Background: an optimization exercise with open tools, aiming at small area. Do not read the settings as production practice. Function was checked by simulation only, so behaviour that the tests miss may differ from the original.

## the previous run
// Decoder
module Decoder(
    input wire              clk_390p625M        ,
    input wire              rst_n               ,
    input wire [63:0]       data_from_CDR       ,
    input wire [ 1:0]       sync_warning_ctrl   ,
    input wire [ 7:0]       resync_ctrl         ,
    input wire              monitor_EN          ,
    output logic            prbs31_sync_ready   ,
    output logic [9:0]      error_bit_count     ,
    output logic            decoder_sync_ready  ,
    output logic            decoder_sync_warning,
    output logic [1567:0]   data_1568bit        ,
    output logic [29:0]     packet_count        ,
    output logic [21:0]     error_packet_count  ,
    output logic            crc10_check_result
);
==> flow/config.mk <==
export PLATFORM = sky130hd
export DESIGN_NAME = Decoder
export DESIGN_NICKNAME = Decoder
export VERILOG_FILES = /design/flow/design.v
export SDC_FILE = /design/flow/constraint.sdc
export NUM_CORES = 8
export LEC_CHECK = 0
export CAP_MARGIN = 20
export CORE_MARGIN = 2
export CORE_UTILIZATION = 55
export PLACE_DENSITY = 0.65
export SLEW_MARGIN = 20
==> flow/constraint.sdc <==
create_clock -name core_clock -period 8.5 [get_ports {clk_390p625M}]
set_input_delay 1.7000 -clock core_clock [delete_from_list [all_inputs] [get_ports {clk_390p625M}]]
set_output_delay 1.7000 -clock core_clock [all_outputs]
set_load 0.01 [all_outputs]
standard.sh (not shown) runs the stock make flow with config.mk's settings and CLKGATE_MAP_FILE= SYNTH_SCRIPT=/design/flow/synth_recipe.tcl, a recipe that flattens the netlist after the stock synthesis.
==> flow/flow/run.sh <==
#!/bin/bash
# Own layout flow: the standard layout (standard.sh), with buf_1 port
# buffers, pins one track apart and a clock tree of clkbuf_8 without dummy loads.
export BUFFER_PORTS_ARGS="-buffer_cell sky130_fd_sc_hd__buf_1"
export PLACE_PINS_ARGS="-min_distance 1 -min_distance_in_tracks"
export CTS_ARGS="-sink_clustering_enable -repair_clock_nets -dont_use_dummy_load -buf_list sky130_fd_sc_hd__clkbuf_8 -sink_clustering_size 16 -sink_clustering_max_diameter 60"
bash standard.sh > standard.log 2>&1
Here is what was changed in the inputs of the current run compared with the previous run.
--- a/flow/design.v
+++ b/flow/design.v
@@ -135,30 +135,33 @@
         for (int n = 0; n < 64; n++) ix[n] = '0;
         for (int l = 0; l < 6; l++) begin
             for (int n = 0; n < (32 >> l); n++) begin
                 ix[n] = a[2*n] ? ix[2*n] : (ix[2*n+1] | (6'd1 << l));
                 m[n]  = m[2*n] | m[2*n+1] | (a[2*n] & a[2*n+1]);
                 a[n]  = a[2*n] | a[2*n+1];
             end
         end
         pidx  = ix[0];
         pany  = a[0];
         pmany = m[0];
     end
-    wire [94:0] sh1 = pidx[5] ? dtc[126:32] : dtc[94:0];
-    wire [78:0] sh2 = pidx[4] ? sh1[94:16]  : sh1[78:0];
-    wire [70:0] sh3 = pidx[3] ? sh2[78:8]   : sh2[70:0];
-    wire [66:0] sh4 = pidx[2] ? sh3[70:4]   : sh3[66:0];
-    wire [64:0] sh5 = pidx[1] ? sh4[66:2]   : sh4[64:0];
-    assign dal_tmp  = pidx[0] ? sh5[64:1]   : sh5[63:0];
+    wire [3:0] s2 = 4'b1 << pidx[5:4];
+    wire [3:0] s1 = 4'b1 << pidx[3:2];
+    wire [3:0] s0 = 4'b1 << pidx[1:0];
+    logic [78:0] sa; logic [66:0] sb;
+    always_comb begin
+        for (int j = 0; j < 79; j++) sa[j] = (s2[0] & dtc[j]) | (s2[1] & dtc[j+16]) | (s2[2] & dtc[j+32]) | (s2[3] & dtc[j+48]);
+        for (int j = 0; j < 67; j++) sb[j] = (s1[0] & sa[j]) | (s1[1] & sa[j+4]) | (s1[2] & sa[j+8]) | (s1[3] & sa[j+12]);
+        for (int j = 0; j < 64; j++) dal_tmp[j] = (s0[0] & sb[j]) | (s0[1] & sb[j+1]) | (s0[2] & sb[j+2]) | (s0[3] & sb[j+3]);
+    end
     wire head_bad = dal_tmp[63] ~^ dal_tmp[62];
     always_comb begin
         case (bs_state)
             S_ALIGN: begin bs_rdy = 0; idle_en = 1; bs_next = align    ? S_IDLEB : S_ALIGN; end
             S_IDLEB: begin bs_rdy = 0; idle_en = 1; bs_next = idle_res ? S_SYNC  : S_ALIGN; end
             S_SYNC : begin bs_rdy = 1; idle_en = 0; bs_next = head_bad ? S_UNST  : S_SYNC;  end
             S_UNST : begin bs_rdy = 1; idle_en = 0; bs_next = ovf ? S_OOS : (head_bad ? S_UNST : S_SYNC); end
             S_OOS  : begin bs_rdy = 0; idle_en = 0; bs_next = ovf      ? S_SYNC  : S_OOS;   end
             default: begin bs_rdy = 0; idle_en = 0; bs_next = S_OOS; end
         endcase
     end
     always_ff @(posedge clk_390p625M or negedge rst_n) begin
@@ -337,43 +340,43 @@
     always_ff @(posedge clk_390p625M or negedge rst_n) begin
         if (!rst_n)     crc10_check_result <= 1'b1;
         else if (ftail) crc10_check_result <= crc_ok;
     end
     always_ff @(posedge clk_390p625M or negedge rst_n) begin
         if (!rst_n)
             error_packet_count <= '0;
         else if (pc_ovf)
             error_packet_count <= '0;
         else if (ftail && !crc_ok && error_packet_count != '1)
             error_packet_count <= error_packet_count + 22'd1;
     end
-    logic [26:1]    wr;
+    logic [4:0]     nwr;
     logic           oflag;
     logic [26:1]    we;
     logic [26:1]    nwe;
     logic [26:1]    g;
     logic [1567:0]  tmp_n;
     logic [1567:0]  out_n;
     logic [1567:0]  wdat_n;      
     logic [1567:0]  webit;
     logic [1567:0]  nwebit;
     logic [1567:0]  gbit;
     genvar gk;
     generate
         for (gk = 1; gk <= 26; gk++) begin : g_slot
             localparam logic [4:0] K  = gk;
             localparam logic [4:0] KN = ~K;
             assign we[gk]  = (fs == K);
             assign nwe[gk] = (fs_n != KN);
-            assign g[gk]   = dly_tail & wr[gk];
+            assign g[gk]   = dly_tail & (nwr >= K);
         end
     endgenerate
     always_comb begin
         wdat_n = '0;
         webit  = '0;
         nwebit = '0;
         gbit   = '0;
         for (int k = 1; k <= 24; k++) begin
             wdat_n[1567 - 196*((k-1)/3) - 62*((k-1)%3) -: 62] = ~dud;
             webit [1567 - 196*((k-1)/3) - 62*((k-1)%3) -: 62] = {62{we[k]}};
             nwebit[1567 - 196*((k-1)/3) - 62*((k-1)%3) -: 62] = {62{nwe[k]}};
             gbit  [1567 - 196*((k-1)/3) - 62*((k-1)%3) -: 62] = {62{g[k]}};
@@ -390,26 +393,27 @@
         gbit  [205:204] = {2{g[25]}};
         wdat_n[203:196] = ~dud[61:54];
         webit [203:196] = '1;
         nwebit[203:196] = '0;
         gbit  [203:196] = {8{dly_tail}};
         wdat_n[9:0]     = ~dud[53:44];
         webit [9:0]     = '1;
         nwebit[9:0]     = '0;
         gbit  [9:0]     = {10{dly_tail}};
     end
     always_ff @(posedge clk_390p625M or negedge rst_n) begin
         if (!rst_n) begin
-            wr    <= '0;
+            nwr   <= 5'd0;
             oflag <= 1'b0;
         end
         else begin
-            wr    <= wr | we;
+            if (fs == nwr + 5'd1 && nwr != 5'd25)
+                nwr <= nwr + 5'd1;
             oflag <= oflag | dly_tail;
         end
     end
     always_ff @(posedge clk_390p625M) begin
         tmp_n <= (webit & wdat_n) | (nwebit & tmp_n);
         out_n <= (gbit & tmp_n) | ({1568{ndly_tail}} & out_n);
     end
     assign data_1568bit = ~(out_n & {1568{oflag}});
 endmodule
Findings:
- global routing (5_1_grt): the current run exited with error
- The run showing the greater count of state elements after synthesis is the previous run.
- Compound-cell area share of the yosys netlist came out higher on the current run than on the previous run.
- Comparing the previous run and the current run, the lower number of core rows was measured on the current run.
- Compared with the previous run, in the current run placement-stage cell area -0.34%, area after synthesis -about 0.44%, count of different cell masters after synthesis +11.

-- separate check: timing with driven ports --
How much do the figures lean on ideal ports? The routed layout below was timed once more, with nothing changed but the port constraints. Step 1 sets driving cells, clkbuf_16 on the clock port and buf_2 on the other inputs (assumed; they add their load-dependent delay and slew). Step 2 also shifts input and output timing later by t, the mid clock arrival at the registers, as if the neighbouring blocks saw the same clock. Three values: ideal, step 1, step 2; two values: the first two.
run: the previous run
shift t [ns]: 1.170
setup WS [ns]: 3.010 / 2.908 / 3.552
worst hold slack (ns): 0.325 / 0.325 / 0.325
slew at the worst register clock pin (ns): 0.11 / 0.11
After both steps setup and hold are still met in the previous run. For the previous run, drivers alone change the setup slack by -0.102 ns; drivers and shift together by +0.542 ns.
